This design comes from an exercise in tuning for a short achievable clock period and few clock cycles on the open sky130 flow, not from production work.
At most, simulation tests tie the RTL to the original design; equivalence was not proved.
For runs 4 and 5, only the layout was checked, not whether the RTL still works.
Power is estimated from default activity; no workload was simulated.

$ cat design/flow/design.v
module register (
	input clk,     
	input rst,   
	input [7:0] data,
	input 		ena ,
	output reg [15:0] opc_iraddr
);
	reg state ;
	always @(posedge clk) begin : proc_opc_iraddr
		if(rst) begin
			opc_iraddr <= 16'b 0000_0000_0000_0000;
			state      <= 1'b0 ;
		end else if (ena) begin
			case (state)
				1'b0 : begin
					opc_iraddr[15:8] <= data ;
					state			 <= 1'b1 	 ;
				end
				1'b1 : begin
					opc_iraddr[7:0] <= data ;
					state			<= 1'b0 	;
				end
			endcase
		end else begin
			state <= 1'b0 ;
		end
	end
endmodule
module accum (
	input clk,     
	input rst,     
	input ena,
	input [7:0] data,
	output reg [7:0] accum
);
	always @(posedge clk) begin
		if(rst) begin
			accum <= 8'b0000_0000;
		end else if (ena) begin
			accum <= data;
		end
	end
endmodule
module alu (
	input [2:0] opcode  ,  
	input [7:0] data    ,  
	input [7:0] accum   ,  
	output reg [7:0] alu_out, 
	output zero
);
	parameter HLT = 3'b000 ;
	parameter SKZ = 3'b001 ;
	parameter ADD = 3'b010 ;
	parameter ANDD = 3'b011 ;
	parameter XORR = 3'b100 ;
	parameter LDA = 3'b101 ;
	parameter STO = 3'b110 ;
	parameter JMP = 3'b111 ;
	always @(*) begin
		casex(opcode)
			HLT : alu_out = accum ;
			SKZ : alu_out = accum ;
			ADD : alu_out = data + accum ;
			ANDD: alu_out = data & accum ;
			XORR: alu_out = data ^ accum ;
			LDA : alu_out = data ;
			STO : alu_out = accum;
			JMP : alu_out = accum;
			default : alu_out = accum ;
		endcase
	end
	assign zero = !accum ;
endmodule
module machin (
	input clk,     
	input rst,     
	input zero,    
	input [2:0] opcode,
	output reg fetch	,   
	output reg inc_pc 	,
	output reg load_acc ,
	output reg load_pc  ,
	output reg rd 	    ,
	output reg wr	    ,
	output reg load_ir  ,
	output reg datactl_ena,
	output reg halt	    
);
	parameter HLT = 3'b000 ;
	parameter SKZ = 3'b001 ;
	parameter ADD = 3'b010 ;
	parameter ANDD = 3'b011 ;
	parameter XORR = 3'b100 ;
	parameter LDA = 3'b101 ;
	parameter STO = 3'b110 ;
	parameter JMP = 3'b111 ;
	reg [2 : 0] state ;
	always @(posedge clk) begin
		if (rst) begin
			state <= 3'b000 ;
			fetch <= 1'b0 ;
			{inc_pc, load_acc, load_pc, rd} <= 4'b0000;
			{wr, load_ir, datactl_ena, halt} <= 4'b0000;
		end else if (!halt) begin
			fetch <= (state == 3'b111) || (state == 3'b000) || (state == 3'b001) || (state == 3'b010) ;
			ctl_cycle;
		end
	end
	task ctl_cycle;
		begin
			case(state)
				3'b000:  
					begin
						{inc_pc, load_acc, load_pc, rd} <= 4'b1001 ;
						{wr, load_ir, datactl_ena, halt} <= 4'b0100;
						state <= 3'b001 ;
					end
				3'b001:  
					begin
						{inc_pc, load_acc, load_pc, rd} <= 4'b0001 ;
						{wr, load_ir, datactl_ena, halt} <= 4'b0100;
						state <= 3'b010 ;
					end
				3'b010:  
					begin
						{inc_pc, load_acc, load_pc, rd} <= 4'b1000 ;
						{wr, load_ir, datactl_ena, halt} <= 4'b0000;
						state <= 3'b011 ;
					end
				3'b011:  
					begin
						if (opcode == HLT) begin
							{inc_pc, load_acc, load_pc, rd} <= 4'b0000 ;
							{wr, load_ir, datactl_ena, halt} <= 4'b0001;
						end else begin
							{inc_pc, load_acc, load_pc, rd} <= 4'b0000 ;
							{wr, load_ir, datactl_ena, halt} <= 4'b0000;
						end
						state <= 3'b100 ;
					end
				3'b100:  
					begin
						if (opcode == JMP) begin
							{inc_pc, load_acc, load_pc, rd} <= 4'b0010 ;
							{wr, load_ir, datactl_ena, halt} <= 4'b0000;
						end 
						else if (opcode == ADD || opcode == ANDD || opcode == XORR || opcode == LDA) begin
							{inc_pc, load_acc, load_pc, rd} <= 4'b0001 ;
							{wr, load_ir, datactl_ena, halt} <= 4'b0000;
						end
						else if (opcode == STO) begin
							{inc_pc, load_acc, load_pc, rd} <= 4'b0000 ;
							{wr, load_ir, datactl_ena, halt} <= 4'b0010;
						end
						else begin
							{inc_pc, load_acc, load_pc, rd} <= 4'b0000 ;
							{wr, load_ir, datactl_ena, halt} <= 4'b0000;
						end
						state <= 3'b101 ;
					end
				3'b101:  
					begin
						if (opcode == ADD || opcode == ANDD || opcode == XORR || opcode == LDA) begin
							{inc_pc, load_acc, load_pc, rd} <= 4'b0101 ;
							{wr, load_ir, datactl_ena, halt} <= 4'b0000;
						end
						else if (opcode == SKZ && zero == 1) begin
							{inc_pc, load_acc, load_pc, rd} <= 4'b1000 ;
							{wr, load_ir, datactl_ena, halt} <= 4'b0000;
						end
						else if (opcode == JMP) begin
							{inc_pc, load_acc, load_pc, rd} <= 4'b1010 ;
							{wr, load_ir, datactl_ena, halt} <= 4'b0000;
						end
						else if (opcode == STO) begin
							{inc_pc, load_acc, load_pc, rd} <= 4'b0000 ;
							{wr, load_ir, datactl_ena, halt} <= 4'b1010;
						end
						else begin
							{inc_pc, load_acc, load_pc, rd} <= 4'b0000 ;
							{wr, load_ir, datactl_ena, halt} <= 4'b0000;
						end
						state <= 3'b110 ;
					end
				3'b110 : 
					begin
						if (opcode == STO) begin
							{inc_pc, load_acc, load_pc, rd} <= 4'b0000 ;
							{wr, load_ir, datactl_ena, halt} <= 4'b0010;
						end else if (opcode == ADD || opcode == ANDD || opcode == XORR || opcode == LDA) begin
							{inc_pc, load_acc, load_pc, rd} <= 4'b0001 ;
							{wr, load_ir, datactl_ena, halt} <= 4'b0000;
						end else begin
							{inc_pc, load_acc, load_pc, rd} <= 4'b0000 ;
							{wr, load_ir, datactl_ena, halt} <= 4'b0000;
						end
						state <= 3'b111 ;
					end 
				3'b111 : 
					begin
						if (opcode == SKZ && zero == 1) begin
							{inc_pc, load_acc, load_pc, rd} <= 4'b1000 ;
							{wr, load_ir, datactl_ena, halt} <= 4'b0000;
						end else begin
							{inc_pc, load_acc, load_pc, rd} <= 4'b0000 ;
							{wr, load_ir, datactl_ena, halt} <= 4'b0000;
						end
						state <= 3'b000 ;
					end
				default: 
					begin
						{inc_pc, load_acc, load_pc, rd} <= 4'b0000 ;
						{wr, load_ir, datactl_ena, halt} <= 4'b0000;
						state <= 3'b000 ;
					end
			endcase
		end	
	endtask
endmodule
module datactl (
	input [7:0] in 		,  
	input 	 	data_ena,  
	output wire [7:0] data  
);
	assign data = (data_ena) ? in : 8'b0000_0000;
endmodule
module adr (
    	input fetch ,  
    	input [12:0] ir_addr ,
    	input [12:0] pc_addr ,
    	output wire [12:0] addr
    );
	assign addr = fetch ? pc_addr : ir_addr ;
endmodule    
module counter (
	input 	  		  clk    ,  
	input 	  		  rst    ,  
	input 	  		  inc    ,  
	input 	  [12:0]  ir_addr,  
	input 	  		  load	 ,  
	output reg [12:0] pc_addr   
);
	always @(posedge clk) begin
		if (rst) begin
			pc_addr <= 13'b0_0000_0000_0000 ;
		end
		else if (inc && load) begin
			pc_addr <= ir_addr ;
		end else if (inc) begin
			pc_addr <= pc_addr + 1'b1 ;
		end
	end
endmodule
module risc_cpu (
	input 				clk    , 
	input 				rst    , 
	output wire 		rd     ,
	output wire 		wr     ,
	output wire 		halt   ,
	output wire [12:0] 	addr   ,
	input  wire [7:0] 	data_in ,
	output wire [7:0] 	data_out
);
	wire [7:0] alu_out ;
	wire [7:0] accum   ;
	wire [2:0] opcode  ;
	wire [12:0] ir_addr;
	wire [12:0] pc_addr;
	wire zero ;
	wire fetch;
	wire inc_pc;
	wire load_acc;
	wire load_pc;
	wire load_ir;
	wire data_ena;
	register inst_register (
		.clk(clk), 
		.rst(rst), 
		.data(data_in), 
		.ena(load_ir), 
		.opc_iraddr({opcode, ir_addr})
		);
	accum inst_accum (
		.clk(clk), 
		.rst(rst), 
		.ena(load_acc), 
		.data(alu_out), 
		.accum(accum)
		);
	alu inst_alu (
		.opcode  (opcode),
		.data    (data_in),
		.accum   (accum),
		.alu_out (alu_out),
		.zero    (zero)
		);
	machin inst_machin (
		.clk         (clk),
		.rst         (rst),
		.zero        (zero),
		.opcode      (opcode),
		.fetch       (fetch),
		.inc_pc      (inc_pc),
		.load_acc    (load_acc),
		.load_pc     (load_pc),
		.rd          (rd),
		.wr          (wr),
		.load_ir     (load_ir),
		.datactl_ena (data_ena),
		.halt        (halt)
		);
	datactl inst_datactl (
		.in(alu_out), 
		.data_ena(data_ena), 
		.data(data_out)
		);
	adr inst_adr (
		.fetch(fetch), 
		.ir_addr(ir_addr), 
		.pc_addr(pc_addr), 
		.addr(addr)
		);
	counter inst_counter (
		.clk(clk), 
		.rst(rst), 
		.inc(inc_pc), 
		.ir_addr(ir_addr), 
		.load(load_pc), 
		.pc_addr(pc_addr)
		);
endmodule
$ cat design/flow/run.sh
#!/bin/bash
# synth_recipe.tcl (not shown) runs the flow's synth.tcl, then flattens the netlist and writes it again
# the make line also repeats each setting of config.mk as NAME=value (left out here)
make -C /OpenROAD-flow-scripts/flow DESIGN_CONFIG=/design/flow/config.mk WORK_HOME=/design/flow/orfs CLKGATE_MAP_FILE= SYNTH_SCRIPT=/design/flow/synth_recipe.tcl finish
$ cat design/flow/config.mk
export PLATFORM = sky130hd
export DESIGN_NAME = risc_cpu
export DESIGN_NICKNAME = risc_cpu
export VERILOG_FILES = /design/flow/design.v
export SDC_FILE = /design/flow/constraint.sdc
export NUM_CORES = 4
export LEC_CHECK = 0
export CAP_MARGIN = 20
export CORE_MARGIN = 2
export CORE_UTILIZATION = 40
export SLEW_MARGIN = 20
$ cat design/flow/constraint.sdc
create_clock -name core_clock -period 5.0 [get_ports {clk}]
set_input_delay 1.0000 -clock core_clock [delete_from_list [all_inputs] [get_ports {clk}]]
set_output_delay 1.0000 -clock core_clock [all_outputs]
set_load 0.01 [all_outputs]
==> flow_summary.yaml, run 1 <==
final_layout:
  regArea_sq_mm: 0.00100
  area_growth_pct: 12.7
  n_antenna_cell: 0
  layout.nets: 471
  layout-drive-gt1-share_pct: 7.37
  multi_input_area_sq_mm: 0.00225
  num-fill-cells: 858
synth:
  syn_area_per_cell_sq_um: 7.78
  synth_top_area_share_pct: 29.1
  yosysMostFrequentCell: "dfxtp_1"
  ys_async_sr_fraction_pct: 0
  netlist_top_cells_count: "dfxtp_1 (50), nand2_1 (48), a21oi_1 (44), clkbuf_1 (31), o21ai_0 (26)"
  syn_area_sq_mm: 0.00344
  synth_seq_cells: 50
  ys_top_cells_by_area: "dfxtp_1 (29%), a21oi_1 (6.4%), nand2_1 (5.2%)"
  ys_types: 57
  ys_warn_count: 5
  synth_ff_type: "dfxtp_1"
  yosysTopAreaCell: "dfxtp_1"
  synth_nets: 466
  syn-instance-count: 442
  seq_area_frac_synth_pct: 29.1
  synth_edf_count: 0
critical_path:
  path_class: "in -> out"
  reg2reg_from: "inst_register.opc_iraddr[13]"
  cp_data_arrival_time_ps: 3790
  critPathCaptureType: "primary output"
  rr_worst_depth: 4
  r2r_end: "inst_accum.accum[4]"
  r2r_setup_slack_ps: 2750
  critical_path.startpoint_type: "primary input"
  required_ps: 4000
  cp_max_fo: 5
power:
  totalPowerFinal_w: 0.00147
  power.leakage_nw: 1.26
  ir_drop_mv: 0.143
  p_per_area_mw_per_mm2: 380
routing:
  wl_met2_microns: 4180
  met3WireLength_microns: 399
  drt_iter0_markers: 141
  drt_wl_total_microns: 9020
  dr.pass1.iters: 7
  drt-met1-wl_microns: 4360
  vias: 3247
  wl_per_cell_microns: 16.3
  via_per_inst: 5.87
  drc: 0
  ant_nets: 0
  top_layer_used: "met4"
timing:
  period_share_pct: 95.8
  rsz0062_at_grt: "no"
  fin_crit_ps: 4790
  hold_viol: 0
  fin_skew_ps: 3.67
  slew_violations: 0
  setup_tns_ps: 0
  setup_viol: 0
  worst_pin_slew_ps: 1040
  slew_headroom_pct: 30.7
  max_clock_freq_ghz: 0.209
global_route:
  antenna_found_initial: 0
  grt_usage_pct: 19.1
  grt_pass1_vias: 2909
  grt_max_degree: 54
  overflow: 0
  grt_first_pass_wirelength_microns: 15000
cts:
  tritoncts: "done"
  clock_path_buffers: 2
  insertion_delay_ps: 310
  numCtsBuffers: 5
  cts_root_buf: "clkbuf_8"
  clk_pin_slew_ps: 100
  hold_buffers: 0
  htree_levels: 2
  cts_sinks: 50
run:
  maxCapViolCount: 0
floorplan:
  die_h_microns: 96.7
  die_w_microns: 96.7
  initial_core_util_pct: 41.6
  core_sq_mm: 0.00826
  dieArea_sq_mm: 0.00935
  ios: 34
  core.rowCount: 33
worst_hold_path:
  hp-start: "inst_register.opc_iraddr[12]"
  hp-class: "reg -> reg"
  min_path_cells: 2
  whs_endpoint: "inst_register.opc_iraddr[12]"
placed_design:
  place_hpwl_microns: 6200
  port_buffers: 33
  routabilityCongestion: 0.865
run_status:
  status: "finished clean"
[flip-flops by register name, summed over array words and instances, names as in the netlist]
signal	cells
inst_accum.accum	8
inst_counter.pc_addr	13
inst_machin.datactl_ena	1
inst_machin.fetch	1
inst_machin.halt	1
inst_machin.inc_pc	1
inst_machin.load_acc	1
inst_machin.load_ir	1
inst_machin.load_pc	1
inst_machin.rd	1
inst_machin.state	3
inst_machin.wr	1
inst_register.opc_iraddr	16
inst_register.state	1
[kinds of logic after synthesis]
| group | count (synthesis) | synth area share, % |
|---|---|---|
| and+or+nand+nor | 163 | 24.3 |
| DFF | 50 | 29.1 |
| muxes | 25 | 7.79 |
| xor gates and xnor gates | 2 | 0.510 |
| AOI/OAI and AO/OA | 142 | 27.4 |
| buffers and inverters | 46 | 5.64 |
| adders and majority gates | 14 | 5.31 |
[routing by layer]
layer / vias to the layer above / GRT usage (%)
li1: 1652 / -
met5: - / 0
met4: 0 / 3.68
met2: 67 / 30.0
met1: 1519 / 27.2
met3: 9 / 3.97
[placed cells by master, fill, tap and decap left out, types with 5 or more instances in the layout]
| cell | instances |
|---|---|
| dfxtp_1 | 50 |
| nand2_1 | 48 |
| a21oi_1 | 44 |
| clkdlybuf4s50_1 | 32 |
| o21ai_0 | 26 |
| nand3_1 | 23 |
| nor2_1 | 22 |
| a211oi_1 | 15 |
| mux2_2 | 14 |
| ha_1 | 13 |
| nand2b_1 | 12 |
| mux2i_1 | 11 |
| inv_1 | 9 |
| nor3_1 | 9 |
| nor3b_1 | 8 |
| nor2b_1 | 8 |
| o211ai_1 | 7 |
| nor4_1 | 6 |
| or3_1 | 6 |
| clkbuf_8 | 6 |
| nand4_1 | 5 |
[worst max path at each step]
stage	start	endpoint	slack (ps)	cells after the start
global placement	data_in[0]	data_out[4]	220	8
global route	data_in[0]	data_out[4]	50	8
CTS	data_in[0]	data_out[4]	90	8
detailed placement	data_in[0]	data_out[4]	120	8
finish	data_in[0]	data_out[4]	210	8
floorplan	data_in[0]	data_out[4]	1300	6
[power by group]
part	switching, W	total (W)	internal [W]
sequential	0.000160	0.000622	0.000461
combinational	0.000286	0.000538	0.000252
clock	0.000148	0.000312	0.000165
total	0.000594	0.00147	0.000878
[critical path, stage by stage]
cell,delay (ps)
clkdlybuf4s50_1,470
ha_1,300
fa_1,460
a211oi_2,340
nor3_1,90
or2_2,310
nor3b_1,230
clkdlybuf4s50_1,580
[per-stage QoR]
| stage | cell area (sq um) | utilization, % | cells | worst slack, ps | hold slack [ps] |
|---|---|---|---|---|---|
| 2_1_floorplan | 3440 | - | 442 | 1300 | 442 |
| 3_3_place_gp | 3750 | 45.4 | 545 | 217 | 457 |
| 3_5_place_dp | 3750 | 45.4 | 545 | 116 | 466 |
| 4_1_cts | 3870 | 46.9 | 553 | 89.3 | 481 |
| 5_1_grt | 3880 | 46.9 | 553 | 45.6 | 502 |
| 6_report | 3880 | 46.9 | 553 | 212 | 476 |
[final cells by class]
type / count / area share [%]
Multi-Input combinational cell: 346 / 58.0
Sequential cell: 50 / 25.8
Timing Repair Buffer: 35 / 8.78
Tap cell: 105 / 3.39
Clock buffer: 6 / 2.13
Clock inverter: 2 / 1.00
Inverter: 9 / 0.872
[repair_timing]
item | 4_1_cts | 5_1_grt
gates resized for setup | 0 | 1
setup endpoints to repair | 0 | 1
endpoints found under the hold margin | 0 | 0
setup buffers | 0 | 0
Testbench counts, summed over its fixed seeds: cycles 64,424.
==> inputs of run 2 (changes only) <==
==> design/flow/design.v (replaced) <==
module risc_cpu (
	input 				clk    ,
	input 				rst    ,
	output wire 		rd     ,
	output wire 		wr     ,
	output wire 		halt   ,
	output wire [12:0] 	addr   ,
	input  wire [7:0] 	data_in ,
	output wire [7:0] 	data_out
);
	localparam [2:0] HLT = 3'b000, SKZ = 3'b001, ADD = 3'b010, ANDD = 3'b011,
	                 XORR = 3'b100, LDA = 3'b101, STO = 3'b110, JMP = 3'b111;
	localparam [1:0] S_F0 = 2'd0, S_F1 = 2'd1, S_D = 2'd2, S_W = 2'd3;
	reg [1:0]  state;
	reg [12:0] addr_r;
	reg [12:0] pc_r;       
	reg [2:0]  op_r;
	reg [4:0]  hi_r;
	reg [7:0]  acc;
	reg        rd_r, wr_r, halt_r;
	reg [7:0]  dout_r;
	assign addr     = addr_r;
	assign rd       = rd_r;
	assign wr       = wr_r;
	assign halt     = halt_r;
	assign data_out = dout_r;
	wire [2:0]  op_in = data_in[7:5];
	wire        zero  = (acc == 8'd0);
	wire [12:0] target = {hi_r, data_in};
	reg [7:0] alu;
	always @(*) begin
		case (op_r)
			ADD:     alu = acc + data_in;
			ANDD:    alu = acc & data_in;
			XORR:    alu = acc ^ data_in;
			default: alu = data_in;      
		endcase
	end
	always @(posedge clk) begin
		if (rst) begin
			state  <= S_F0;
			addr_r <= 13'd0;
			pc_r   <= 13'd0;
			op_r   <= 3'd0;
			hi_r   <= 5'd0;
			acc    <= 8'd0;
			rd_r   <= 1'b1;
			wr_r   <= 1'b0;
			halt_r <= 1'b0;
			dout_r <= 8'd0;
		end else if (!halt_r) begin
			case (state)
				S_F0: begin
					op_r <= op_in;
					hi_r <= data_in[4:0];
					if (op_in == HLT) begin
						halt_r <= 1'b1;
						rd_r   <= 1'b0;
					end else if (op_in == SKZ) begin
						addr_r <= addr_r + (zero ? 13'd4 : 13'd2);
					end else begin
						addr_r <= addr_r + 13'd1;
						state  <= S_F1;
					end
				end
				S_F1: begin
					addr_r <= target;
					pc_r   <= addr_r + 13'd1;
					if (op_r == JMP) begin
						state <= S_F0;
					end else if (op_r == STO) begin
						state  <= S_W;
						rd_r   <= 1'b0;
						wr_r   <= 1'b1;
						dout_r <= acc;
					end else begin
						state <= S_D;
					end
				end
				S_D: begin
					acc    <= alu;
					addr_r <= pc_r;
					state  <= S_F0;
				end
				S_W: begin
					addr_r <= pc_r;
					rd_r   <= 1'b1;
					wr_r   <= 1'b0;
					dout_r <= 8'd0;
					state  <= S_F0;
				end
			endcase
		end
	end
endmodule
--- a/design/flow/config.mk
+++ b/design/flow/config.mk
@@ -5,7 +5,10 @@
 export SDC_FILE = /design/flow/constraint.sdc
 export NUM_CORES = 4
 export LEC_CHECK = 0
+export ABC_CLOCK_PERIOD_IN_PS = 1500
 export CAP_MARGIN = 20
 export CORE_MARGIN = 2
 export CORE_UTILIZATION = 40
+export SETUP_SLACK_MARGIN = 3.5
 export SLEW_MARGIN = 20
+export TNS_END_PERCENT = 100
==> run 2 against run 1 <==
  * Synthesized cell count fell by 1.8%
  * Count of clock-buffer cells in the layout unchanged
  * Largest power group unchanged
  * Sequential share of layout area is 1.5 points lower
  * Critical path type is now in -> reg
  * Total power down 8.6%
  * Combinational power fell by 6.5%
==> flow_summary.yaml, run 2 <==
run_status:
  status: "finished clean"
global_route:
  grt_first_pass_wirelength_microns: 18300
  grt_pass1_vias: 3461
  grt_usage_pct: 26.2
  grt_max_degree: 57
  antenna_found_initial: 0
  overflow: 0
timing:
  fin_skew_ps: 5.96
  worst_pin_slew_ps: 544
  max_clock_freq_ghz: 0.415
  whs_ps: 464
  setup_tns_ps: 0
  setup_slack_ps: 2590
  fin_crit_ps: 2410
  rsz0062_at_grt: "yes"
  period_share_pct: 48.2
  slew_violations: 0
  setup_viol: 0
  hold_viol: 0
  slew_headroom_pct: 63.6
synth:
  syn-instance-count: 434
  ys_top_cells_by_area: "dfxtp_1 (33%), nor2_1 (7.7%), a211oi_1 (4.7%)"
  netlist_top_cells_count: "nor2_1 (69), dfxtp_1 (55), nand2_1 (41), a21oi_1 (30), o21ai_0 (29)"
  synth_edf_count: 0
  synth_top_area_share_pct: 32.7
  syn_area_per_cell_sq_um: 7.76
  ys_warn_count: 1
  synth_compound_area_share_pct: 26.2
  ys_async_sr_fraction_pct: 0
  synth_top_family_by_area: "compound AO/OA/AOI/OAI gates"
  synth_seq_cells: 55
  yosysMostFrequentCell: "nor2_1"
  synth_simple_gate_area_share_pct: 24.3
  synth_ff_type: "dfxtp_1"
  seq_area_frac_synth_pct: 32.7
  synth_mux_area_share_pct: 3.90
  yosysTopAreaCell: "dfxtp_1"
  synth_nets: 457
  ys_types: 61
  synthAdderAreaFrac_pct: 5.28
  syn_area_sq_mm: 0.00337
  synth_xor_xnor_area_share_pct: 3.38
final_layout:
  area_growth_pct: 45.1
  layout.nets: 527
  final_cell_mix: "nor2_1 (62), buf_4 (39), nand2_1 (38)"
  layout-drive-gt1-share_pct: 39.0
  final_util_pct: 59.7
  reg_top3: "addr_r: 13 flops, pc_r: 13 flops"
  num-fill-cells: 739
  n_antenna_cell: 0
  regArea_sq_mm: 0.00119
  multi_input_area_sq_mm: 0.00253
  final_common_cell: "nor2_1"
critical_path:
  critical_path.startpoint_type: "primary input"
  critical_path_buf_inv_count: 1
  path_delay_family: "simple AND/OR/NAND/NOR gates"
  max_stage_delay_ps: 430
  cp_max_fo: 7
  cp_data_arrival_time_ps: 2620
  required_ps: 5210
  worstPathCellList: "buf_12 > or3b_4 > or3_4 > and2_4 > a2111o_1 > o311a_1"
  critPathCaptureType: "register"
  path_class: "in -> reg"
  cpMaxStageDelayCell: "or3_4"
routing:
  dr.pass1.iters: 7
  vias: 3569
  wl_per_cell_microns: 18.9
  ant_nets: 0
  drt_iter0_markers: 191
  drc: 0
  via_per_inst: 5.85
  drt_wl_total_microns: 11500
placed_design:
  place_hpwl_microns: 6760
  pre_cts_ws_ps: 1670
  port_buffers: 33
  routabilityCongestion: 0.878
power:
  power.leakage_nw: 1.86
  switching_share_pct: 34.3
  power_frac_comb_pct: 37.4
  pwr-share-seq_pct: 38.9
  p_per_area_mw_per_mm2: 276
  p_int_w: 0.000884
  p_clk_share_pct: 23.7
  ir_drop_mv: 0.113
  totalPowerFinal_w: 0.00135
  switchingPower_w: 0.000461
cts:
  tritoncts: "done"
  clock_path_buffers: 2
  insertion_delay_ps: 310
  clk_pin_slew_ps: 100
  numCtsBuffers: 5
  cts_root_buf: "clkbuf_8"
  hold_buffers: 0
  cts_sinks: 55
  htree_levels: 2
run:
  maxCapViolCount: 0
floorplan:
  die_w_microns: 95.7
  core_sq_mm: 0.00818
  dieArea_sq_mm: 0.00916
  core.rowCount: 33
  die_h_microns: 95.7
  initial_core_util_pct: 41.2
  ios: 34
worst_hold_path:
  hp-class: "reg -> reg"
==> run 2: worst paths after layout <==
path	start	end	slack, ps	cells after the start
max	data_in[6]	addr_r[5]	2590	6
min	pc_r[1]	pc_r[1]	460	2
max reg2reg	acc[1]	addr_r[5]	2640	7
min reg2reg	pc_r[1]	pc_r[1]	460	2
==> run 2: kinds of logic (layout without fill, tap and decap cells) <==
family,count (synthesis),after routing
mux,13,13
fa+ha+maj,13,13
xor+xnor,13,13
buf+inv,37,106
simple gates,171,173
flops,55,55
compound gates,132,132
==> run 2: worst register-to-register path, cell delays in order (launching register included) <==
cell and delay (ps):
dfxtp_4 380, nor4_4 280, nand2_2 140, fa_2 390, or3_4 370, and2_4 170
a2111o_1 400, o311a_1 120
==> run 2: repair_timing <==
item | in CTS | in global routing
resized for setup | 251 | 27
buffers inserted | 37 | 11
gates cloned | 4 | 0
endpoints found under the setup margin | 79 | 77
pin swaps | 37 | 19
==> run 2: area by class of cell <==
type	count	share of cell area, %
Multi-Input combinational cell	344	51.9
Clock inverter	2	0.718
Clock buffer	6	1.69
Timing Repair Buffer	86	17.7
Inverter	12	0.923
Tap cell	105	2.69
Sequential cell	55	24.3
==> run 2: power groups by stage <==
stage	Clock, W	Combinational, W	Sequential, W
3_3_place_gp	0	0.000337	0.000542
3_5_place_dp	0	0.000342	0.000543
4_1_cts	0.000323	0.000466	0.000522
5_1_grt	0.000344	0.000543	0.000529
2_1_floorplan	0	0.000259	0.000525
6_report	0.000319	0.000503	0.000524
==> run 2: through the flow <==
step	instance area, sq um	std cells
2_1_floorplan	3580	434
3_3_place_gp	3910	550
3_5_place_dp	3910	550
4_1_cts	4690	599
5_1_grt	4880	610
6_report	4880	610
==> run 2: metal layers <==
metal	GRT usage (%)	up-vias	share of wire (%)
li1	-	1716	-
met1	30.9	1733	41
met2	48.4	96	52
met3	3.84	24	4.1
met4	8.33	0	2.6
met5	0	-	0
Testbench counts of run 2, summed over its fixed seeds: cycles 21,235.
==> inputs of run 3 (changes only) <==
==> design/flow/config.mk (replaced) <==
export PLATFORM = sky130hd
export DESIGN_NAME = risc_cpu
export DESIGN_NICKNAME = risc_cpu
export VERILOG_FILES = /design/flow/design.v
export SDC_FILE = /design/flow/constraint.sdc
export NUM_CORES = 4
export LEC_CHECK = 0
export CAP_MARGIN = 20
export CORE_MARGIN = 2
export CORE_UTILIZATION = 40
export SLEW_MARGIN = 20
==> run 3 against run 2 <==
  * Still clean
  * Clock power is 23% lower
  * Clock skew is 6.7 ps higher
  * Global-route usage is 4.8 points lower
  * Count of clock-buffer cells in the layout stayed put
  * Worst setup slack worse by 740 ps
  * First-iteration DRC count is 17% lower
  * Final cell count is 8.4% lower
  * Sequential power is 1% higher
  * Hold slack better by 5.6 ps
  * Critical path depth stayed put
==> flow_summary.yaml, run 3 <==
run_status:
  status: "finished clean"
power:
  power.leakage_nw: 1.36
  ir_drop_mv: 0.181
  p_per_area_mw_per_mm2: 285
floorplan:
  core_sq_mm: 0.00818
  initial_core_util_pct: 41.2
  die_w_microns: 95.7
  ios: 34
  die_h_microns: 95.7
  core.rowCount: 33
  dieArea_sq_mm: 0.00916
synth:
  ys_async_sr_fraction_pct: 0
  yosysMostFrequentCell: "nor2_1"
  syn_area_per_cell_sq_um: 7.76
  ys_types: 61
  seq_area_frac_synth_pct: 32.7
  synth_ff_type: "dfxtp_1"
  syn-instance-count: 434
  ys_warn_count: 1
  netlist_top_cells_count: "nor2_1 (69), dfxtp_1 (55), nand2_1 (41), a21oi_1 (30), o21ai_0 (29)"
  syn_area_sq_mm: 0.00337
  synth_seq_cells: 55
  ys_top_cells_by_area: "dfxtp_1 (33%), nor2_1 (7.7%), a211oi_1 (4.7%)"
  synth_nets: 457
  yosysTopAreaCell: "dfxtp_1"
  synth_top_area_share_pct: 32.7
  synth_edf_count: 0
run:
  maxCapViolCount: 0
global_route:
  grt_first_pass_wirelength_microns: 15400
  grt_pass1_vias: 3023
  overflow: 0
  grt_max_degree: 57
  grt_usage_pct: 21.4
  antenna_found_initial: 0
critical_path:
  cpMaxStageDelayCell: "clkdlybuf4s50_1"
  r2r_end: "addr_r[11]"
  path_class: "in -> reg"
  required_ps: 5170
  reg2reg_from: "acc[1]"
  cp_data_arrival_time_ps: 3310
  rr_worst_depth: 9
  max_stage_delay_ps: 680
  worstPathCellList: "clkdlybuf4s50_1 > nor3b_2 > mux2i_1 > mux2_2 > a21oi_1 > nor3_1"
  critical_path.startpoint_type: "primary input"
  critPathCaptureType: "register"
  r2r_setup_slack_ps: 2350
  cp_max_fo: 8
  path_delay_family: "multiplexers"
  critical_path_buf_inv_count: 1
timing:
  fin_crit_ps: 3150
  fin_skew_ps: 12.7
  slew_headroom_pct: 29.5
  hold_viol: 0
  worst_pin_slew_ps: 1060
  rsz0062_at_grt: "no"
  slew_violations: 0
  period_share_pct: 62.9
  max_clock_freq_ghz: 0.318
  setup_viol: 0
  setup_tns_ps: 0
cts:
  clk_pin_slew_ps: 110
  insertion_delay_ps: 310
  hold_buffers: 0
  htree_levels: 2
  cts_sinks: 55
  cts_root_buf: "clkbuf_8"
  numCtsBuffers: 5
  tritoncts: "done"
  postCtsSetupBuffers: 0
  clock_path_buffers: 2
  ctsResizeCount: 0
placed_design:
  place_hpwl_microns: 6570
  routabilityCongestion: 0.964
  placed_area_sq_mm: 0.00376
  port_buffers: 33
worst_hold_path:
  hp-start: "rd_r"
  hp-class: "reg -> reg"
  min_path_cells: 2
  whs_endpoint: "rd_r"
routing:
  drt-met1-wl_microns: 4390
  top_layer_used: "met4"
  via_per_inst: 5.79
  wl_per_cell_microns: 16.7
  dr.pass1.iters: 4
  vias: 3237
  wl_met2_microns: 4360
  drt_wl_total_microns: 9330
  ant_nets: 0
  met3WireLength_microns: 506
  drc: 0
  drt_iter0_markers: 159
final_layout:
  final_common_cell: "nor2_1"
  n_antenna_cell: 0
  layout-drive-gt1-share_pct: 5.95
  final_cell_mix: "nor2_1 (69), dfxtp_1 (55), nand2_1 (41)"
  area_growth_pct: 14.1
  layout.nets: 476
  reg_top3: "addr_r: 13 flops, pc_r: 13 flops"
  fin_area_sq_mm: 0.00384
[run 3: cell counts after synthesis]
No cell type changed its count.
[run 3: power breakdown]
group | internal (W) | switching (W) | total, W
Combinational | 0.000139 | 0.000182 | 0.000321
Clock | 0.0000984 | 0.000147 | 0.000245
Sequential | 0.000477 | 0.0000522 | 0.000529
[run 3: worst max path at each step]
stage	startpoint	to	slack [ps]	cells after the start
5_1_grt	data_in[5]	addr_r[4]	1670	6
4_1_cts	data_in[5]	addr_r[4]	1880	6
6_report	data_in[5]	addr_r[4]	1850	6
3_5_place_dp	data_in[5]	addr_r[4]	1530	6
3_3_place_gp	data_in[5]	addr_r[4]	1620	6
2_1_floorplan	data_in[0]	acc[6]	2460	7
[run 3: cell families (layout without fill, tap and decap cells)]
group	Yosys count	in the layout	synth area share, %
AO/OA/AOI/OAI	132	132	26.2
XOR/XNOR	13	13	3.38
adder cells (fa/ha/maj)	13	13	5.28
buffers and inverters	37	57	4.20
flip-flops	55	55	32.7
multiplexers	13	13	3.90
AND/OR/NAND/NOR	171	171	24.3
[run 3: routing by layer]
metal	GRT usage (%)	vias up
li1	-	1611
met1	30.4	1540
met2	33.1	82
met3	4.15	4
met4	6.07	0
met5	0	-
[run 3: through the flow]
stage / setup slack (ps) / hold slack, ps / util, % / cells / total power (W)
6_report: 1850 / 470 / 47.0 / 559 / 0.00110
5_1_grt: 1670 / 499 / 47.0 / 559 / 0.00117
4_1_cts: 1880 / 471 / 47.0 / 559 / 0.00111
3_5_place_dp: 1530 / 455 / 45.9 / 551 / 0.000858
3_3_place_gp: 1620 / 445 / 45.9 / 551 / 0.000852
2_1_floorplan: 2460 / 436 / - / 434 / 0.000751
[run 3: final cells by class]
| cell class | instances | area (sq um) |
|---|---|---|
| tap | 105 | 131 |
| multi-input combinational | 342 | 2120 |
| clock inverter | 2 | 12.5 |
| timing repair buffer | 37 | 355 |
| fill | 833 | 4330 |
| sequential | 55 | 1100 |
| clock buffer | 6 | 72.6 |
| inverter | 12 | 45.0 |
[run 3: worst register-to-register path, stage by stage, from the launching register on]
cell	delay, ps
dfxtp_1	490
nor4_1	110
nand2_1	170
ha_1	200
inv_1	60
fa_1	390
or3_4	410
and2_4	190
or4_1	390
a31oi_1	170
==> inputs of run 4 (changes only) <==
==> design/flow/design.v (replaced) <==
module risc_cpu (
	input 				clk    ,
	input 				rst    ,
	output wire 		rd     ,
	output wire 		wr     ,
	output wire 		halt   ,
	output wire [12:0] 	addr   ,
	input  wire [7:0] 	data_in ,
	output wire [7:0] 	data_out
);
	localparam [2:0] HLT = 3'b000, SKZ = 3'b001, ADD = 3'b010, ANDD = 3'b011,
	                 XORR = 3'b100, LDA = 3'b101, STO = 3'b110, JMP = 3'b111;
	reg        s_f0, s_f1, s_d, s_w;
	reg [12:0] addr_r;
	reg [12:0] pc_r;       
	reg [4:0]  hi_r;
	reg        o_add, o_and, o_xor, o_jmp, o_sto;
	reg [7:0]  acc;
	reg        rd_r, wr_r, halt_r;
	reg [7:0]  dout_r;
	assign addr     = addr_r;
	assign rd       = rd_r;
	assign wr       = wr_r;
	assign halt     = halt_r;
	assign data_out = dout_r;
	wire [2:0]  op_in  = data_in[7:5];
	wire        in_hlt = (op_in == HLT);
	wire        in_skz = (op_in == SKZ);
	wire        zero   = (acc == 8'd0);
	wire        run    = !halt_r;
	wire [12:0] addr_p1 = addr_r + 13'd1;
	wire [12:0] pc_skz  = addr_r + (zero ? 13'd4 : 13'd2);
	wire [12:0] base    = s_f0 ? addr_p1 : pc_r;
	wire        f0_skz  = s_f0 && in_skz;
	reg [12:0] addr_n;
	always @(*) begin
		addr_n = f0_skz ? pc_skz : base;
		if (s_f1) addr_n = {hi_r, data_in};
	end
	reg [7:0] alu;
	always @(*) begin
		if (o_add)      alu = acc + data_in;
		else if (o_and) alu = acc & data_in;
		else if (o_xor) alu = acc ^ data_in;
		else            alu = data_in;      
	end
	always @(posedge clk) begin
		if (rst) begin
			s_f0   <= 1'b1;
			s_f1   <= 1'b0;
			s_d    <= 1'b0;
			s_w    <= 1'b0;
			addr_r <= 13'd0;
			acc    <= 8'd0;
			rd_r   <= 1'b1;
			wr_r   <= 1'b0;
			halt_r <= 1'b0;
			dout_r <= 8'd0;
		end else begin
			addr_r <= addr_n;
			if (s_d) acc <= alu;
			if (run) begin
				s_f0   <= (s_f0 && (in_skz || in_hlt)) || s_d || s_w || (s_f1 && o_jmp);
				s_f1   <= s_f0 && !in_skz && !in_hlt;
				s_d    <= s_f1 && !o_jmp && !o_sto;
				s_w    <= s_f1 && o_sto;
				halt_r <= s_f0 && in_hlt;
				rd_r   <= !(s_f0 && in_hlt) && !(s_f1 && o_sto);
				wr_r   <= s_f1 && o_sto;
				dout_r <= (s_f1 && o_sto) ? acc : 8'd0;
			end
		end
	end
	always @(posedge clk) begin
		if (s_f0) begin
			hi_r  <= data_in[4:0];
			o_add <= (op_in == ADD);
			o_and <= (op_in == ANDD);
			o_xor <= (op_in == XORR);
			o_jmp <= (op_in == JMP);
			o_sto <= (op_in == STO);
		end
		if (s_f1) pc_r <= addr_p1;
	end
endmodule
--- a/design/flow/config.mk
+++ b/design/flow/config.mk
@@ -5,7 +5,10 @@
 export SDC_FILE = /design/flow/constraint.sdc
 export NUM_CORES = 4
 export LEC_CHECK = 0
+export ABC_CLOCK_PERIOD_IN_PS = 1500
 export CAP_MARGIN = 20
 export CORE_MARGIN = 2
 export CORE_UTILIZATION = 40
+export SETUP_SLACK_MARGIN = 3.3
 export SLEW_MARGIN = 20
+export TNS_END_PERCENT = 100
==> run 4 against run 3 <==
  * Still clean
  * Fmax is 43% higher
  * Highest routed layer unchanged
  * Via count decreased by 9.2%
  * Final cell count fell by 5.9%
  * Design area rose by 25%
  * Count of clock-buffer cells in the layout increased by 5
==> flow_summary.yaml, run 4 <==
cts:
  tritoncts: "done"
  insertion_delay_ps: 340
  htree_levels: 3
  cts_root_buf: "clkbuf_8"
  numCtsBuffers: 9
  clk_pin_slew_ps: 70
  cts_sinks: 58
  clock_path_buffers: 2
final_layout:
  final_cell_mix: "buf_4 (45), buf_6 (33), nand2_1 (27)"
  n_antenna_cell: 0
  final_common_cell: "buf_4"
  layout-drive-gt1-share_pct: 46.7
  fin_area_sq_mm: 0.00479
  layout.nets: 442
  final_cell_count_no_fill: 526
  reg_top3: "addr_r: 13 flops, pc_r: 13 flops"
  area_growth_pct: 48.0
synth:
  ys_types: 55
  ys_top_cells_by_area: "dfxtp_1 (22%), edfxtp_1 (21%), a221oi_1 (4.3%)"
  ys_warn_count: 1
  synth_top_area_share_pct: 21.6
  seq_area_frac_synth_pct: 42.9
  synth_seq_cells: 58
  synth_ff_type: "dfxtp_1"
  synth_nets: 366
  netlist_top_cells_count: "dfxtp_1 (35), nand2_1 (31), nor2_1 (25), edfxtp_1 (23), inv_1 (23)"
  syn_area_per_cell_sq_um: 9.45
  yosysTopAreaCell: "dfxtp_1"
  ys_async_sr_fraction_pct: 0
  synth_edf_count: 23
  syn-instance-count: 343
  yosysMostFrequentCell: "dfxtp_1"
  syn_area_sq_mm: 0.00324
placed_design:
  placed_area_sq_mm: 0.00374
  routabilityCongestion: 0.776
  place_hpwl_microns: 5580
  port_buffers: 33
  placedCellCount: 459
  pre_cts_ws_ps: 1760
floorplan:
  die_w_microns: 94.0
  core.rowCount: 32
  ios: 34
  die_h_microns: 94.0
  initial_core_util_pct: 41.5
  dieArea_sq_mm: 0.00884
  core_sq_mm: 0.00781
routing:
  drt_wl_total_microns: 9310
  drt_iter0_markers: 143
  ant_nets: 0
  via_per_inst: 5.59
  drc: 0
  vias: 2940
  dr.pass1.iters: 4
  wl_per_cell_microns: 17.7
critical_path:
  path_class: "in -> reg"
  cp_data_arrival_time_ps: 2410
  reg2reg_from: "acc[0]"
  critPathCaptureType: "register"
  critical_path.startpoint_type: "primary input"
  cp_max_fo: 2
  crit_start: "data_in[0]"
  required_ps: 5220
timing:
  hold_viol: 0
  worst_pin_slew_ps: 590
  rsz0062_at_grt: "yes"
  period_share_pct: 43.9
  max_clock_freq_ghz: 0.456
  fin_crit_ps: 2190
  setup_viol: 0
  setup_tns_ps: 0
  fin_skew_ps: 10.7
  slew_violations: 0
  setup_slack_ps: 2810
  slew_headroom_pct: 60.6
global_route:
  antenna_found_initial: 0
  grt_max_degree: 44
  grt_pass1_vias: 2866
  grt_usage_pct: 22.6
  overflow: 0
  grt_first_pass_wirelength_microns: 15100
power:
  p_per_area_mw_per_mm2: 309
  power.leakage_nw: 1.88
  ir_drop_mv: 0.150
run:
  maxCapViolCount: 0
worst_hold_path:
  hp-start: "rd_r"
  hp-class: "reg -> reg"
run_status:
  status: "finished clean"
[run 4: cell count changes after synthesis, moves of 13 or more]
cell      change
a221oi_1     +13
a211oi_1     -18
dfxtp_1      -20
nor2_1       -44
edfxtp_1     +23
[run 4: path summary, 6_finish.rpt]
check	depth (start not counted)	endpoint	slack, ps
max	9	acc[6]	2810
min	2	rd_r	490
max reg2reg	10	addr_r[4]	2860
min reg2reg	2	rd_r	490
[run 4: cell families after synthesis]
family,count (synthesis),synth area share (%)
buffers and inverters,46,6.22
AOI/OAI and AO/OA,84,18.1
and+or+nand+nor,108,17.4
muxes,12,3.75
adders and majority gates,13,5.48
xor gates and xnor gates,22,6.18
DFF,58,42.9
[run 4: critical path, stage by stage]
cell      delay, ps
buf_8            80
ha_4            130
inv_2            30
fa_2            330
and2b_1         230
o211ai_1         90
a21boi_1        170
mux2i_1         250
o41ai_2          80
[run 4: repair_timing]
item | CTS | global route
hold endpoints to repair | 0 | 0
gates resized for setup | 247 | 35
setup buffers | 40 | 11
pin swaps | 36 | 25
setup endpoints to repair | 65 | 50
hold buffers | 0 | 0
[run 4: final cells by class]
| class | count | area [sq um] |
|---|---|---|
| Sequential cell | 58 | 1480 |
| Fill cell | 660 | 3010 |
| Clock buffer | 11 | 141 |
| Inverter | 24 | 96.3 |
| Clock inverter | 5 | 77.6 |
| Timing Repair Buffer | 87 | 843 |
| Tap cell | 102 | 128 |
| Multi-Input combinational cell | 239 | 2030 |
[run 4: per-layer routing]
metal  GRT usage [%]  wire (microns)
met4            8.45             262
met5               0               0
met3            5.46             374
met2            36.6            4600
met1            29.2            4070
[run 4: stage by stage]
step	utilization (%)	total power (W)	hold WS (ps)
CTS	58.4	0.00145	490
global placement	48.0	0.000867	456
global route	61.4	0.00155	535
floorplan	-	0.000779	471
detailed placement	48.0	0.000871	474
finish	61.4	0.00148	491
[run 4: power by group]
group	internal [W]	leakage, nW	switching (W)
registers	0.000540	0.533	0.0000398
logic	0.000207	1.23	0.000206
clock network	0.000293	0.109	0.000195
total	0.00104	1.88	0.000440
==> inputs of run 5 (changes only) <==
==> design/flow/config.mk (replaced) <==
export PLATFORM = sky130hd
export DESIGN_NAME = risc_cpu
export DESIGN_NICKNAME = risc_cpu
export VERILOG_FILES = /design/flow/design.v
export SDC_FILE = /design/flow/constraint.sdc
export NUM_CORES = 4
export LEC_CHECK = 0
export ABC_CLOCK_PERIOD_IN_PS = 1000
export CAP_MARGIN = 20
export CORE_MARGIN = 2
export CORE_UTILIZATION = 60
export SETUP_SLACK_MARGIN = 3.5
export SLEW_MARGIN = 20
export TNS_END_PERCENT = 100
==> run 5 against run 4 <==
  * Final cell count is 4.9% lower
  * Clock power is 5.1% lower
  * Clock skew hardly changed
  * Count of clock-buffer cells in the layout is 2 higher
  * Worst setup slack worse by 130 ps
  * Sequential share of layout area is 0.17 points lower
  * Die area is 32% lower
  * Hold slack better by 27 ps
  * Synthesized area stayed put
  * First-iteration DRC count grew to 4.1 times the previous value
  * Critical path type unchanged
==> flow_summary.yaml, run 5 <==
run_status:
  status: "finished clean"
floorplan:
  core.rowCount: 26
  core_sq_mm: 0.00517
  die_w_microns: 77.5
  die_h_microns: 77.5
  ios: 34
  initial_core_util_pct: 62.7
  dieArea_sq_mm: 0.00600
synth:
  ys_warn_count: 1
  yosysTopAreaCell: "dfxtp_1"
  synth_top_area_share_pct: 21.6
  seq_area_frac_synth_pct: 42.9
  synth_xor_xnor_area_share_pct: 6.18
  synth_ff_type: "dfxtp_1"
  synth_compound_area_share_pct: 18.1
  synth_seq_cells: 58
  syn_area_per_cell_sq_um: 9.45
  synth_top_family_by_area: "compound AO/OA/AOI/OAI gates"
  synth_nets: 366
  synth_mux_area_share_pct: 3.75
  synth_edf_count: 23
  netlist_top_cells_count: "dfxtp_1 (35), nand2_1 (31), nor2_1 (25), edfxtp_1 (23), inv_1 (23)"
  syn_area_sq_mm: 0.00324
  ys_async_sr_fraction_pct: 0
  ys_types: 55
  yosysMostFrequentCell: "dfxtp_1"
  ys_top_cells_by_area: "dfxtp_1 (22%), edfxtp_1 (21%), a221oi_1 (4.3%)"
  syn-instance-count: 343
  synth_simple_gate_area_share_pct: 17.4
  synthAdderAreaFrac_pct: 5.48
routing:
  dr.pass1.iters: 6
  drt_iter0_markers: 583
  wl_per_cell_microns: 25.2
  drc: 0
  vias: 3480
  ant_nets: 0
  drt_wl_total_microns: 12600
  via_per_inst: 6.96
global_route:
  grt_pass1_vias: 2932
  antenna_found_initial: 0
  grt_first_pass_wirelength_microns: 14900
  overflow: 0
  grt_max_degree: 44
  grt_usage_pct: 32.1
timing:
  rsz0062_at_grt: "yes"
  fin_crit_ps: 2330
  setup_slack_ps: 2670
  fin_skew_ps: 10.9
  hold_viol: 0
  setup_viol: 0
  period_share_pct: 46.5
  setup_tns_ps: 0
  worst_pin_slew_ps: 626
  max_clock_freq_ghz: 0.430
  slew_violations: 0
  slew_headroom_pct: 58.3
final_layout:
  layout-drive-gt1-share_pct: 51.2
  layout.nets: 448
  area_growth_pct: 49.4
  reg_top3: "addr_r: 13 flops, pc_r: 13 flops"
  final_cell_mix: "buf_4 (55), buf_6 (30), nand2_1 (26)"
  n_antenna_cell: 0
  final_common_cell: "buf_4"
critical_path:
  r2r_setup_slack_ps: 2770
  worstPathCellList: "buf_4 > inv_2 > fa_2 > and2b_2 > o211ai_1 > a21boi_1 > mux2i_1 > o41ai_1"
  critical_path.startpoint_type: "primary input"
  cp_data_arrival_time_ps: 2560
  rr_worst_depth: 8
  reg2reg_from: "acc[4]"
  path_class: "in -> reg"
  required_ps: 5230
  critPathCaptureType: "register"
  crit_start: "data_in[1]"
  r2r_end: "addr_r[11]"
  max_stage_delay_ps: 380
  cp_max_fo: 5
  cpMaxStageDelayCell: "fa_2"
worst_hold_path:
  whs_endpoint: "rd_r"
  hp-start: "rd_r"
  hp-class: "reg -> reg"
  min_path_cells: 2
cts:
  htree_levels: 3
  hold_buffers: 0
  cts_root_buf: "clkbuf_8"
  tritoncts: "done"
  cts_sinks: 58
  clk_pin_slew_ps: 80
  numCtsBuffers: 9
  insertion_delay_ps: 370
  clock_path_buffers: 2
placed_design:
  place_hpwl_microns: 5250
  pre_cts_ws_ps: 1950
  routabilityCongestion: 0.911
  port_buffers: 33
power:
  ir_drop_mv: 0.223
  p_per_area_mw_per_mm2: 310
  power.leakage_nw: 1.91
run:
  maxCapViolCount: 0
## run 5: cell types whose count changed in the layout (fill, tap and decap cells not counted), moves of 3 or more
cell / delta
buf_4: +10
buf_6: -3
nor3_1: -3
nor3_2: +3
o21ai_2: +3
## run 5: repair_timing
item / 4_1_cts / 5_1_grt
buffers inserted: 38 / 20
pin swaps: 32 / 39
gates resized for setup: 236 / 65
setup endpoints to repair: 68 / 58
## run 5: layout make-up
cell class | instances | area [sq um]
Clock buffer | 13 | 191
Clock inverter | 3 | 16.3
Fill cell | 150 | 332
Inverter | 24 | 93.8
Multi-Input combinational cell | 239 | 2090
Sequential cell | 58 | 1490
Tap cell | 70 | 87.6
Timing Repair Buffer | 93 | 871
## run 5: how the worst max path moves through the flow
stage	to	slack (ps)	depth (start not counted)
floorplan	acc[6]	2690	8
global placement	acc[6]	2020	9
detailed placement	acc[6]	1950	9
CTS	acc[6]	2870	9
global route	acc[6]	2600	8
finish	acc[6]	2670	8
## run 5: critical path: cells and delay by family
family                   cells  cell delay, ps
AO/OA/AOI/OAI                3             620
buffers and inverters        2             180
AND/OR/NAND/NOR              1             260
adder cells (fa/ha/maj)      1             380
multiplexers                 1             120
## run 5: cell families after synthesis
| logic type | after synthesis |
|---|---|
| multiplexers | 12 |
| flip-flops | 58 |
| AND/OR/NAND/NOR | 108 |
| adder cells (fa/ha/maj) | 13 |
| buffers and inverters | 46 |
| XOR/XNOR | 22 |
| AO/OA/AOI/OAI | 84 |
## run 5: per-layer routing
metal | track usage [%] | vias up | share of wire [%]
li1 | - | 1427 | -
met1 | 43.3 | 1635 | 37
met2 | 50.0 | 326 | 46
met3 | 8.26 | 92 | 11
met4 | 12.0 | 0 | 5.4
met5 | 0 | - | 0
## run 5: report_power, final
part           internal, W  leakage (nW)  switching (W)  total (W)
logic             0.000208          1.27       0.000241   0.000450
registers         0.000541         0.534      0.0000491   0.000590
clock network     0.000253         0.110       0.000211   0.000463
total              0.00100          1.91       0.000501    0.00150
## run 5: per-stage QoR
| step | hold WS (ps) | util, % | area (sq um) | total power, W | cells |
|---|---|---|---|---|---|
| after floorplan | 464 | - | 3400 | 0.000783 | 343 |
| after global placement | 452 | 71.6 | 3700 | 0.000863 | 426 |
| after detailed placement | 462 | 71.6 | 3700 | 0.000869 | 426 |
| after CTS | 478 | 85.4 | 4420 | 0.00136 | 480 |
| after global routing | 522 | 93.6 | 4840 | 0.00155 | 500 |
| final | 518 | 93.6 | 4840 | 0.00150 | 500 |
==> inputs of run 6 (changes only) <==
--- a/design/flow/design.v
+++ b/design/flow/design.v
@@ -11,11 +11,14 @@
 	localparam [2:0] HLT = 3'b000, SKZ = 3'b001, ADD = 3'b010, ANDD = 3'b011,
 	                 XORR = 3'b100, LDA = 3'b101, STO = 3'b110, JMP = 3'b111;
 	reg        s_f0, s_f1, s_d, s_w;
+	reg        s_p;        
 	reg [12:0] addr_r;
 	reg [12:0] pc_r;       
 	reg [4:0]  hi_r;
 	reg        o_add, o_and, o_xor, o_jmp, o_sto;
 	reg [7:0]  acc;
+	reg [7:0]  mdr;
+	reg        zflag;      
 	reg        rd_r, wr_r, halt_r;
 	reg [7:0]  dout_r;
 	assign addr     = addr_r;
@@ -26,10 +29,11 @@
 	wire [2:0]  op_in  = data_in[7:5];
 	wire        in_hlt = (op_in == HLT);
 	wire        in_skz = (op_in == SKZ);
-	wire        zero   = (acc == 8'd0);
 	wire        run    = !halt_r;
 	wire [12:0] addr_p1 = addr_r + 13'd1;
-	wire [12:0] pc_skz  = addr_r + (zero ? 13'd4 : 13'd2);
+	wire [12:0] addr_p2 = addr_r + 13'd2;
+	wire [12:0] addr_p4 = addr_r + 13'd4;
+	wire [12:0] pc_skz  = zflag ? addr_p4 : addr_p2;
 	wire [12:0] base    = s_f0 ? addr_p1 : pc_r;
 	wire        f0_skz  = s_f0 && in_skz;
 	reg [12:0] addr_n;
@@ -37,12 +41,17 @@
 		addr_n = f0_skz ? pc_skz : base;
 		if (s_f1) addr_n = {hi_r, data_in};
 	end
+	wire z_add = ((acc ^ data_in) == {acc[6:0] | data_in[6:0], 1'b0});
+	wire z_and = ((acc & data_in) == 8'd0);
+	wire z_xor = (acc == data_in);
+	wire z_lda = (data_in == 8'd0);
+	wire z_new = o_add ? z_add : o_and ? z_and : o_xor ? z_xor : z_lda;
 	reg [7:0] alu;
 	always @(*) begin
-		if (o_add)      alu = acc + data_in;
-		else if (o_and) alu = acc & data_in;
-		else if (o_xor) alu = acc ^ data_in;
-		else            alu = data_in;      
+		if (o_add)      alu = acc + mdr;
+		else if (o_and) alu = acc & mdr;
+		else if (o_xor) alu = acc ^ mdr;
+		else            alu = mdr;      
 	end
 	always @(posedge clk) begin
 		if (rst) begin
@@ -50,20 +59,24 @@
 			s_f1   <= 1'b0;
 			s_d    <= 1'b0;
 			s_w    <= 1'b0;
+			s_p    <= 1'b0;
 			addr_r <= 13'd0;
 			acc    <= 8'd0;
+			zflag  <= 1'b1;
 			rd_r   <= 1'b1;
 			wr_r   <= 1'b0;
 			halt_r <= 1'b0;
 			dout_r <= 8'd0;
 		end else begin
 			addr_r <= addr_n;
-			if (s_d) acc <= alu;
+			if (s_p) acc <= alu;
+			if (s_d) zflag <= z_new;
 			if (run) begin
 				s_f0   <= (s_f0 && (in_skz || in_hlt)) || s_d || s_w || (s_f1 && o_jmp);
 				s_f1   <= s_f0 && !in_skz && !in_hlt;
 				s_d    <= s_f1 && !o_jmp && !o_sto;
 				s_w    <= s_f1 && o_sto;
+				s_p    <= s_d;
 				halt_r <= s_f0 && in_hlt;
 				rd_r   <= !(s_f0 && in_hlt) && !(s_f1 && o_sto);
 				wr_r   <= s_f1 && o_sto;
@@ -81,5 +94,6 @@
 			o_sto <= (op_in == STO);
 		end
 		if (s_f1) pc_r <= addr_p1;
+		if (s_d)  mdr  <= data_in;
 	end
 endmodule
==> design/flow/config.mk (replaced) <==
export PLATFORM = sky130hd
export DESIGN_NAME = risc_cpu
export DESIGN_NICKNAME = risc_cpu
export VERILOG_FILES = /design/flow/design.v
export SDC_FILE = /design/flow/constraint.sdc
export NUM_CORES = 4
export LEC_CHECK = 0
export ABC_CLOCK_PERIOD_IN_PS = 1500
export CAP_MARGIN = 20
export CORE_MARGIN = 2
export CORE_UTILIZATION = 40
export SETUP_SLACK_MARGIN = 3.3
export SLEW_MARGIN = 20
export TNS_END_PERCENT = 100
==> run 6 against run 5 <==
  * Highest routed layer unchanged
  * Critical path depth fell by 2
  * Final cell count grew 24%
  * Routed wire length fell by 9.7%
  * Still clean
  * Combinational power decreased by 19%
  * Largest cell class unchanged
  * Core utilization fell by 36 points
  * Die area increased by 76%
==> flow_summary.yaml, run 6 <==
run_status:
  status: "finished clean"
routing:
  dr.pass1.iters: 4
  drc: 0
  ant_nets: 0
  drt_wl_total_microns: 11400
  vias: 3451
  via_per_inst: 5.56
  drt_iter0_markers: 168
  wl_per_cell_microns: 18.3
timing:
  fin_crit_ps: 1990
  slew_headroom_pct: 54.4
  hold_viol: 0
  max_clock_freq_ghz: 0.504
  setup_tns_ps: 0
  slew_violations: 0
  setup_slack_ps: 3010
  whs_ps: 485
  period_share_pct: 39.7
  fin_skew_ps: 11.7
  worst_pin_slew_ps: 683
  rsz0062_at_grt: "yes"
  setup_viol: 0
placed_design:
  port_buffers: 33
  pre_cts_ws_ps: 1840
  place_hpwl_microns: 6930
  routabilityCongestion: 0.859
final_layout:
  area_growth_pct: 41.9
  layout-drive-gt1-share_pct: 39.3
  reg_top3: "addr_r: 13 flops, pc_r: 13 flops"
  layout.nets: 521
  final_common_cell: "buf_4"
  final_cell_mix: "buf_4 (52), nor2_1 (34), edfxtp_1 (31)"
  n_antenna_cell: 0
worst_hold_path:
  hp-class: "reg -> reg"
critical_path:
  critical_path.startpoint_type: "primary input"
  cp_max_fo: 7
  path_class: "in -> reg"
  critPathCaptureType: "register"
  cp_data_arrival_time_ps: 2250
  r2r_setup_slack_ps: 3100
  required_ps: 5270
power:
  p_per_area_mw_per_mm2: 275
  power.leakage_nw: 2.09
  ir_drop_mv: 0.171
synth:
  synth_seq_cells: 68
  ys_types: 51
  syn-instance-count: 407
  netlist_top_cells_count: "dfxtp_1 (37), nor2_1 (35), edfxtp_1 (31), nand2_1 (28), ha_1 (27)"
  synth_ff_type: "dfxtp_1"
  yosysTopAreaCell: "edfxtp_1"
  ys_async_sr_fraction_pct: 0
  synth_edf_count: 31
  ys_top_cells_by_area: "edfxtp_1 (24%), dfxtp_1 (19%), ha_1 (8.7%)"
  syn_area_sq_mm: 0.00390
  seq_area_frac_synth_pct: 42.8
  ys_warn_count: 1
  syn_area_per_cell_sq_um: 9.59
  synth_top_area_share_pct: 23.9
  synth_nets: 445
  yosysMostFrequentCell: "dfxtp_1"
global_route:
  grt_first_pass_wirelength_microns: 18400
  antenna_found_initial: 0
  overflow: 0
  grt_pass1_vias: 3423
  grt_max_degree: 36
  grt_usage_pct: 23.0
run:
  maxCapViolCount: 0
floorplan:
  die_w_microns: 103
  ios: 34
  dieArea_sq_mm: 0.0106
  initial_core_util_pct: 40.5
  core.rowCount: 36
  core_sq_mm: 0.00964
  die_h_microns: 103
cts:
  cts_root_buf: "clkbuf_8"
  clock_path_buffers: 2
  insertion_delay_ps: 350
  htree_levels: 3
  numCtsBuffers: 9
  tritoncts: "done"
  cts_sinks: 68
  clk_pin_slew_ps: 90
run 6: cell types whose count changed in the layout (fill, tap and decap cells not counted), moves of 8 or more:
cell	delta
ha_1	+12
o21ai_0	+8
a221oi_2	-9
nor2_1	+12
a211oi_1	+8
edfxtp_1	+8
xor2_1	+8
run 6: logic make-up after synthesis:
group,after synthesis,synth area share (%)
simple gates,124,15.7
compound gates,101,18.4
flops,68,42.8
buf+inv,49,5.16
fa+ha+maj,28,9.17
xor+xnor,25,5.61
mux,12,3.08
run 6: worst max-delay path: stages:
cell and delay, ps:
buf_12 120, or3b_4 460, a221oi_4 290, a2111oi_4 60, xnor2_1 150, o31ai_2 170
run 6: layer usage:
metal | part of all wire [%] | wire length [microns] | global-route usage (%)
met5 | 0 | 0 | 0
met4 | 3.9 | 448 | 11.4
met3 | 4.7 | 535 | 4.14
met2 | 48 | 5440 | 37.0
met1 | 44 | 4950 | 29.9
run 6: layout make-up:
| cell class | instances | area (sq um) |
|---|---|---|
| clock buffers | 9 | 124 |
| multi-input cells | 290 | 2410 |
| fillers | 849 | 4100 |
| repair buffers | 90 | 898 |
| inverters | 24 | 111 |
| flip-flops and latches | 68 | 1750 |
| clock inverters | 7 | 81.3 |
| well taps | 133 | 166 |
run 6: final timing paths:
check	startpoint	endpoint	depth (start not counted)
setup / recovery	data_in[7]	addr_r[12]	6
hold reg to reg	rd_r	rd_r	2
hold / removal	rd_r	rd_r	2
setup reg to reg	mdr[0]	acc[4]	8
run 6: metrics by stage:
stage	power (W)	util, %	cell area, sq um	cells
final	0.00152	57.4	5540	621
after global routing	0.00159	57.4	5540	621
after CTS	0.00150	55.2	5320	608
after detailed placement	0.000946	45.7	4400	551
after global placement	0.000941	45.7	4400	551
after floorplan	0.000854	-	4010	407
run 6: report_power, final:
group,internal [W],switching [W]
clock network,0.000238,0.000247
registers,0.000632,0.0000383
logic,0.000177,0.000188
run 6: timing repair:
action,CTS,global route
pin swaps,26,21
setup endpoints to repair,61,49
buffers inserted,40,13
hold buffers,0,0
gates cloned,1,0
gates resized for setup,267,21
Testbench counts of run 6, summed over its fixed seeds: cycles 21,235.

static timing again, ports no longer ideal:
Ports are ideal in the flow. The routed layouts listed here were re-timed in OpenROAD.
Step 1 sets driving cells, clkbuf_16 on the clock port and buf_2 on the other inputs (assumed; they add their load-dependent delay and slew).
Step 2 adds t to the input delays and takes it off the output delays; t is the mean of the earliest and latest rising clock arrival at the registers after step 1. Input paths then give back, and output paths get back, about the clock's delay inside the block.
Three values: ideal, step 1, step 2; two values: the first two.
| run | shift t [ns] | setup WS [ns] | worst setup path at the end | worst register clock-pin slew, ns |
|---|---|---|---|---|
| run 1 | 0.341 | 0.212 / 0.192 / 0.192 | input to output | 0.10 / 0.10 |
| run 2 | 0.343 | 2.590 / 2.575 / 2.233 | input to register | 0.10 / 0.10 |
| run 3 | 0.340 | 1.854 / 1.865 / 1.526 | input to register | 0.11 / 0.11 |
| run 4 | 0.366 | 2.807 / 2.774 / 2.408 | input to register | 0.07 / 0.07 |
| run 5 | 0.390 | 2.674 / 2.661 / 2.271 | input to register | 0.08 / 0.08 |
| run 6 | 0.383 | 3.014 / 2.994 / 2.611 | input to register | 0.09 / 0.09 |
After both steps setup and hold are still met in every run listed.
